This is an optimization exercise on Yosys and OpenROAD, whose aim is small area, a short achievable clock period and few clock cycles per item, not a production implementation.
At most, simulation tests tie the RTL to the original design; equivalence was not proved.

==> flow/design.v <==
module hw3_0516310(
	input clk,
	input enable,
	input [79:0] inbits,
	output reg [34:0] out_text,
	output reg valid);
	reg [79:0] sr;        
	reg loaded;           
	reg started;          
	reg [2:0] ph;         
	reg [2:0] n;          
	wire [22:0] s = sr[79:57];    
	reg [7:0] live;
	integer i;
	always @*
		for (i = 0; i < 8; i = i + 1) live[i] = (i >= ph);
	reg [20:0] gap;
	reg seen;
	always @* begin
		seen = started;
		for (i = 0; i <= 20; i = i + 1) begin
			gap[i] = seen & ~(s[22-i] | s[21-i] | s[20-i]);
			if (i < 8) gap[i] = gap[i] & live[i];
			seen = seen | s[22-i];
		end
	end
	reg found;
	reg [4:0] b;
	reg [4:0] f;
	always @* begin
		found = 1'b0; b = 0;
		for (i = 20; i >= 0; i = i - 1)
			if (gap[i]) begin found = 1'b1; b = i; end
		f = 16;
		for (i = 15; i >= 0; i = i - 1)
			if (s[22-i]) f = i;
	end
	wire [4:0] e = b + 3;
	wire [4:0] fq = f / 8;
	wire [4:0] q = found ? e / 8 : (fq == 0 ? 1 : fq);
	wire [79:0] nxt = ({80{~loaded}} & inbits)
	                | ({80{loaded & (q == 0)}} & sr)
	                | ({80{loaded & (q == 1)}} & {sr[71:0], 8'b0})
	                | ({80{loaded & (q == 2)}} & {sr[63:0], 16'b0});
	reg [19:0] m;
	always @*
		for (i = 0; i < 20; i = i + 1)
			m[19-i] = s[22-i] & (i >= 8 || live[i]);
	wire [19:0] msh = m >> (20 - b);
	wire [12:0] code = msh[12:0];
	reg [6:0] letter;
	always @* begin
		case (code)
			13'b10111         : letter = 7'd65;
			13'b111010101     : letter = 7'd66;
			13'b11101011101   : letter = 7'd67;
			13'b1110101       : letter = 7'd68;
			13'b1             : letter = 7'd69;
			13'b101011101     : letter = 7'd70;
			13'b111011101     : letter = 7'd71;
			13'b1010101       : letter = 7'd72;
			13'b101           : letter = 7'd73;
			13'b1011101110111 : letter = 7'd74;
			13'b111010111     : letter = 7'd75;
			13'b101110101     : letter = 7'd76;
			13'b1110111       : letter = 7'd77;
			13'b11101         : letter = 7'd78;
			13'b11101110111   : letter = 7'd79;
			13'b10111011101   : letter = 7'd80;
			13'b1110111010111 : letter = 7'd81;
			13'b1011101       : letter = 7'd82;
			13'b10101         : letter = 7'd83;
			13'b111           : letter = 7'd84;
			13'b1010111       : letter = 7'd85;
			13'b101010111     : letter = 7'd86;
			13'b101110111     : letter = 7'd87;
			13'b11101010111   : letter = 7'd88;
			13'b1110101110111 : letter = 7'd89;
			13'b11101110101   : letter = 7'd90;
			default           : letter = 7'd0;
		endcase
	end
	wire emit = loaded & ~valid & found;
	always @(posedge clk) begin
		sr <= nxt;
		if (emit) out_text <= {out_text[27:0], letter};
		if (!enable) begin
			loaded <= 1'b0;
			started <= 1'b0;
			ph <= 0;
			n <= 3'd0;
			valid <= 1'b0;
		end else begin
			loaded <= 1'b1;
			if (loaded) begin
				started <= started | found | (|s[22:15]);
				ph <= found ? e % 8 : 0;
			end
			if (emit) begin
				n <= n + 3'd1;
				if (n == 3'd4) valid <= 1'b1;
			end
		end
	end
endmodule
Settings: LEC_CHECK=0, CAP_MARGIN=20, CORE_MARGIN=2, CORE_UTILIZATION=40, SLEW_MARGIN=20; clock period 5.0 ns.
run.sh (not shown) runs the stock make flow with config.mk's settings and CLKGATE_MAP_FILE= SYNTH_SCRIPT=/design/flow/synth_recipe.tcl, a recipe that flattens the netlist after the stock synthesis.
The baseline finished with timing, DRC and antenna clean.
==> next run, changes <==
--- a/flow/design.v
+++ b/flow/design.v
@@ -6,49 +6,43 @@
 	output reg valid);
 	reg [79:0] sr;        
 	reg loaded;           
 	reg started;          
-	reg [2:0] ph;         
+	reg [1:0] ph;         
 	reg [2:0] n;          
-	wire [22:0] s = sr[79:57];    
-	reg [7:0] live;
+	wire [18:0] s = sr[79:61];    
+	reg [16:0] gap;
+	reg seen;
 	integer i;
-	always @*
-		for (i = 0; i < 8; i = i + 1) live[i] = (i >= ph);
-	reg [20:0] gap;
-	reg seen;
 	always @* begin
 		seen = started;
-		for (i = 0; i <= 20; i = i + 1) begin
-			gap[i] = seen & ~(s[22-i] | s[21-i] | s[20-i]);
-			if (i < 8) gap[i] = gap[i] & live[i];
-			seen = seen | s[22-i];
+		for (i = 0; i < 17; i = i + 1) begin
+			gap[i] = seen & (i >= ph) & ~(s[18-i] | s[17-i] | s[16-i]);
+			seen = seen | s[18-i];
 		end
 	end
 	reg found;
-	reg [4:0] b;
-	reg [4:0] f;
+	reg [4:0] b, f;
 	always @* begin
-		found = 1'b0; b = 0;
-		for (i = 20; i >= 0; i = i - 1)
+		found = 1'b0; b = 5'd0;
+		for (i = 16; i >= 0; i = i - 1)
 			if (gap[i]) begin found = 1'b1; b = i; end
-		f = 16;
+		f = 5'd16;
 		for (i = 15; i >= 0; i = i - 1)
-			if (s[22-i]) f = i;
+			if (s[18-i]) f = i;
 	end
-	wire [4:0] e = b + 3;
-	wire [4:0] fq = f / 8;
-	wire [4:0] q = found ? e / 8 : (fq == 0 ? 1 : fq);
-	wire [79:0] nxt = ({80{~loaded}} & inbits)
-	                | ({80{loaded & (q == 0)}} & sr)
-	                | ({80{loaded & (q == 1)}} & {sr[71:0], 8'b0})
-	                | ({80{loaded & (q == 2)}} & {sr[63:0], 16'b0});
-	reg [19:0] m;
-	always @*
-		for (i = 0; i < 20; i = i + 1)
-			m[19-i] = s[22-i] & (i >= 8 || live[i]);
-	wire [19:0] msh = m >> (20 - b);
-	wire [12:0] code = msh[12:0];
+	wire [4:0] e = b + 5'd3;
+	wire [2:0] q = found ? e[4:2] : (f[4:2] == 3'd0 ? 3'd1 : f[4:2]);
+	wire ld = ~loaded;
+	wire [4:0] sel = {5{loaded}} & {q == 3'd4, q == 3'd3, q == 3'd2, q == 3'd1, q == 3'd0};
+	wire [79:0] nxt = ({80{ld}} & inbits)
+	                | ({80{sel[0]}} & sr)
+	                | ({80{sel[1]}} & {sr[75:0], 4'b0})
+	                | ({80{sel[2]}} & {sr[71:0], 8'b0})
+	                | ({80{sel[3]}} & {sr[67:0], 12'b0})
+	                | ({80{sel[4]}} & {sr[63:0], 16'b0});
+	wire [15:0] w = s[18:3];
+	wire [12:0] code = w >> (5'd16 - b);
 	reg [6:0] letter;
 	always @* begin
 		case (code)
 			13'b10111         : letter = 7'd65;
@@ -86,16 +80,16 @@
 		if (emit) out_text <= {out_text[27:0], letter};
 		if (!enable) begin
 			loaded <= 1'b0;
 			started <= 1'b0;
-			ph <= 0;
+			ph <= 2'd0;
 			n <= 3'd0;
 			valid <= 1'b0;
 		end else begin
 			loaded <= 1'b1;
 			if (loaded) begin
-				started <= started | found | (|s[22:15]);
-				ph <= found ? e % 8 : 0;
+				started <= started | found | (|s[18:15]);
+				ph <= found ? e[1:0] : 2'd0;
 			end
 			if (emit) begin
 				n <= n + 3'd1;
 				if (n == 3'd4) valid <= 1'b1;
Effect: Non-clock buffer count falls by 19; setup slack hardly moves; cell area climbs by 2.9%; critical path depth came out lower by 7.
No run of this note included a check of the RTL's function; only the layout flow was run.

Another version of the RTL of hw3_0516310 (not shown whole).
Size in the first run: about 940 cells after synthesis, about 120 I/O pins.
==> module hw3_0516310, before the edit <==
module hw3_0516310(
	input clk,
	input enable,
	input [79:0] inbits,
	output [34:0] out_text,
	output reg valid);
	reg [79:0] sr;        
	reg loaded;           
	reg started;          
	reg [2:0] ph;         
	reg [2:0] n;          
	reg [12:0] code_r;    
	reg [27:0] out_hi;    
	wire [22:0] s;
	genvar k;
	generate for (k = 0; k < 23; k = k + 1) begin : g_s
		assign s[k] = sr[79-k];
	end endgenerate
	integer i, j;
	reg [19:0] m;         
	reg [7:0] live;
	always @* begin
		for (i = 0; i < 8; i = i + 1) live[i] = (i >= ph);
		for (i = 0; i < 20; i = i + 1) m[i] = s[i] & (i >= 8 || live[i]);
	end
	reg [20:0] gap, first;
	reg seen, any;
	always @* begin
		seen = started;
		for (i = 0; i <= 20; i = i + 1) begin
			gap[i] = seen & ~(s[i] | s[i+1] | s[i+2]);
			if (i < 8) gap[i] = gap[i] & live[i];
			seen = seen | s[i];
		end
		any = 1'b0;
		for (i = 0; i <= 20; i = i + 1) begin
			first[i] = gap[i] & ~any;
			any = any | gap[i];
		end
	end
	wire found = |gap;
	reg [12:0] code;
	always @* begin
		code = 13'd0;
		for (i = 1; i <= 20; i = i + 1)
			for (j = 0; j < 13; j = j + 1)
				if (j < i) code[j] = code[j] | (first[i] & m[i-1-j]);
	end
	wire st0 = |gap[4:0];
	wire st16 = found ? ~(|gap[12:0]) : ~started & ~(|s[15:0]);
	wire st8 = ~st0 & ~st16;
	reg [2:0] phn;
	always @* begin
		phn = 3'd0;
		for (i = 0; i <= 20; i = i + 1)
			if (first[i]) phn = phn | ((i + 3) % 8);
	end
	wire [79:0] nxt = ({80{~loaded}} & inbits)
	                | ({80{loaded & st0}} & sr)
	                | ({80{loaded & st8}} & {sr[71:0], 8'b0})
	                | ({80{loaded & st16}} & {sr[63:0], 16'b0});
	reg [6:0] letter;
	always @* begin
		case (code_r)
			13'b10111         : letter = 7'd65;
			13'b111010101     : letter = 7'd66;
			13'b11101011101   : letter = 7'd67;
			13'b1110101       : letter = 7'd68;
			13'b1             : letter = 7'd69;
			13'b101011101     : letter = 7'd70;
			13'b111011101     : letter = 7'd71;
			13'b1010101       : letter = 7'd72;
			13'b101           : letter = 7'd73;
			13'b1011101110111 : letter = 7'd74;
			13'b111010111     : letter = 7'd75;
			13'b101110101     : letter = 7'd76;
			13'b1110111       : letter = 7'd77;
			13'b11101         : letter = 7'd78;
			13'b11101110111   : letter = 7'd79;
			13'b10111011101   : letter = 7'd80;
			13'b1110111010111 : letter = 7'd81;
			13'b1011101       : letter = 7'd82;
			13'b10101         : letter = 7'd83;
			13'b111           : letter = 7'd84;
			13'b1010111       : letter = 7'd85;
			13'b101010111     : letter = 7'd86;
			13'b101110111     : letter = 7'd87;
			13'b11101010111   : letter = 7'd88;
			13'b1110101110111 : letter = 7'd89;
			13'b11101110101   : letter = 7'd90;
			default           : letter = 7'd0;
		endcase
	end
	wire emit = loaded & found & (n != 3'd5);
	assign out_text = {out_hi, letter};
	always @(posedge clk) begin
		sr <= nxt;
		if (emit) begin
			code_r <= code;
			out_hi <= {out_hi[20:0], letter};
		end
		if (!enable) begin
			loaded <= 1'b0;
			started <= 1'b0;
			ph <= 3'd0;
			n <= 3'd0;
			valid <= 1'b0;
		end else begin
			loaded <= 1'b1;
			if (loaded) begin
				started <= started | found | (|s[7:0]);
				ph <= phn;
			end
			if (emit) n <= n + 3'd1;
			if (emit && n == 3'd4) valid <= 1'b1;
		end
	end
endmodule
export LEC_CHECK = 0
export ABC_CLOCK_PERIOD_IN_PS = 3000
export CAP_MARGIN = 20
export CORE_MARGIN = 2
export CORE_UTILIZATION = 40
export CTS_BUF_LIST = sky130_fd_sc_hd__clkbuf_4 sky130_fd_sc_hd__clkbuf_8
export CTS_CLUSTER_SIZE = 30
export SETUP_SLACK_MARGIN = 1.5
export SLEW_MARGIN = 20
create_clock -name core_clock -period 5.0 [get_ports {clk}]
standard.sh (not shown) runs the stock make flow with config.mk's settings and CLKGATE_MAP_FILE= SYNTH_SCRIPT=/design/flow/synth_recipe.tcl, a recipe that flattens the netlist after the stock synthesis.
==> flow/flow/run.sh <==
#!/bin/bash
# The standard layout, with the port buffers made from the smallest buffer
# (buf_1) instead of the one buffer_ports picks by itself.
set -euo pipefail
bash standard.sh finish \
  "BUFFER_PORTS_ARGS=-buffer_cell sky130_fd_sc_hd__buf_1" \
  > standard.log 2>&1
The starting point produced a clean layout.
Testbench counts at the start, summed over its fixed seeds: cycles 29,937, items 4,000.
Next try:
--- a/flow/design.v
+++ b/flow/design.v
@@ -56,5 +56,12 @@
 			if (first[i]) phn = phn | ((i + 3) % 8);
 	end
-	wire [79:0] nxt = ({80{~loaded}} & inbits)
+	wire z8 = ~(|inbits[79:72]);
+	wire z16 = z8 & ~(|inbits[71:64]);
+	wire ld0 = ~loaded & ~z8;
+	wire ld8 = ~loaded & z8 & ~z16;
+	wire ld16 = ~loaded & z16;
+	wire [79:0] nxt = ({80{ld0}} & inbits)
+	                | ({80{ld8}} & {inbits[71:0], 8'b0})
+	                | ({80{ld16}} & {inbits[63:0], 16'b0})
 	                | ({80{loaded & st0}} & sr)
 	                | ({80{loaded & st8}} & {sr[71:0], 8'b0})
Outcome:
- area after synthesis went up by a little under a tenth
- final area grows by a little under a tenth
- clock-buffer cell count grows by 1
- final cell count climbs by a quarter to a third
- non-clock buffer count rises by 20
- worst setup slack degrades by 0.11 ns
- worst hold slack improved by 0.0055 ns
- utilization increases by 0.19 points
- via count went up by a quarter to a third
- clock skew hardly moves
- global-route usage climbs by 5.4 points
- wire length rose by a quarter to a third
- synthesized cell count goes up by a quarter to a third
Function not checked in the second run of this note: the RTL went through the layout flow alone.

re-timing with driven ports:
The results above use ideal ports. As a check the final layouts listed here were re-extracted and re-timed, cells and wires unchanged. Step 1, drivers: a clkbuf_16 drives clk and a buf_2 each remaining input, both assumed. Step 2 adds t to the input delays and takes it off the output delays; t is the mean of the earliest and latest rising clock arrival at the registers after step 1. Input paths then give back, and output paths get back, about the clock's delay inside the block. a / b / c = ideal ports / drivers / drivers and shift; a / b = the first two.
run | t (ns) | slack for setup (ns) | hold slack, ns | worst setup path after step 2 | worst slew at a driven data input, ns
the first run of note 1 | 0.465 | 0.089 / 0.089 / 0.089 | 0.445 / 0.445 / 0.445 | register to register | 0.06
the second run of note 1 | 0.464 | 0.089 / 0.089 / 0.089 | 0.441 / 0.441 / 0.441 | register to register | 0.03
the first run of note 2 | 0.487 | 1.593 / 1.555 / 1.684 | 0.451 / 0.451 / 0.451 | register to register | 0.08
the second run of note 2 | 0.502 | 1.484 / 1.439 / 1.469 | 0.457 / 0.457 / 0.457 | input to register | 0.06
After both steps every run listed still meets setup and hold. The setup slack of the second run of note 2, which loses most, moves by -0.045 ns with the drivers and by -0.015 ns with both steps.
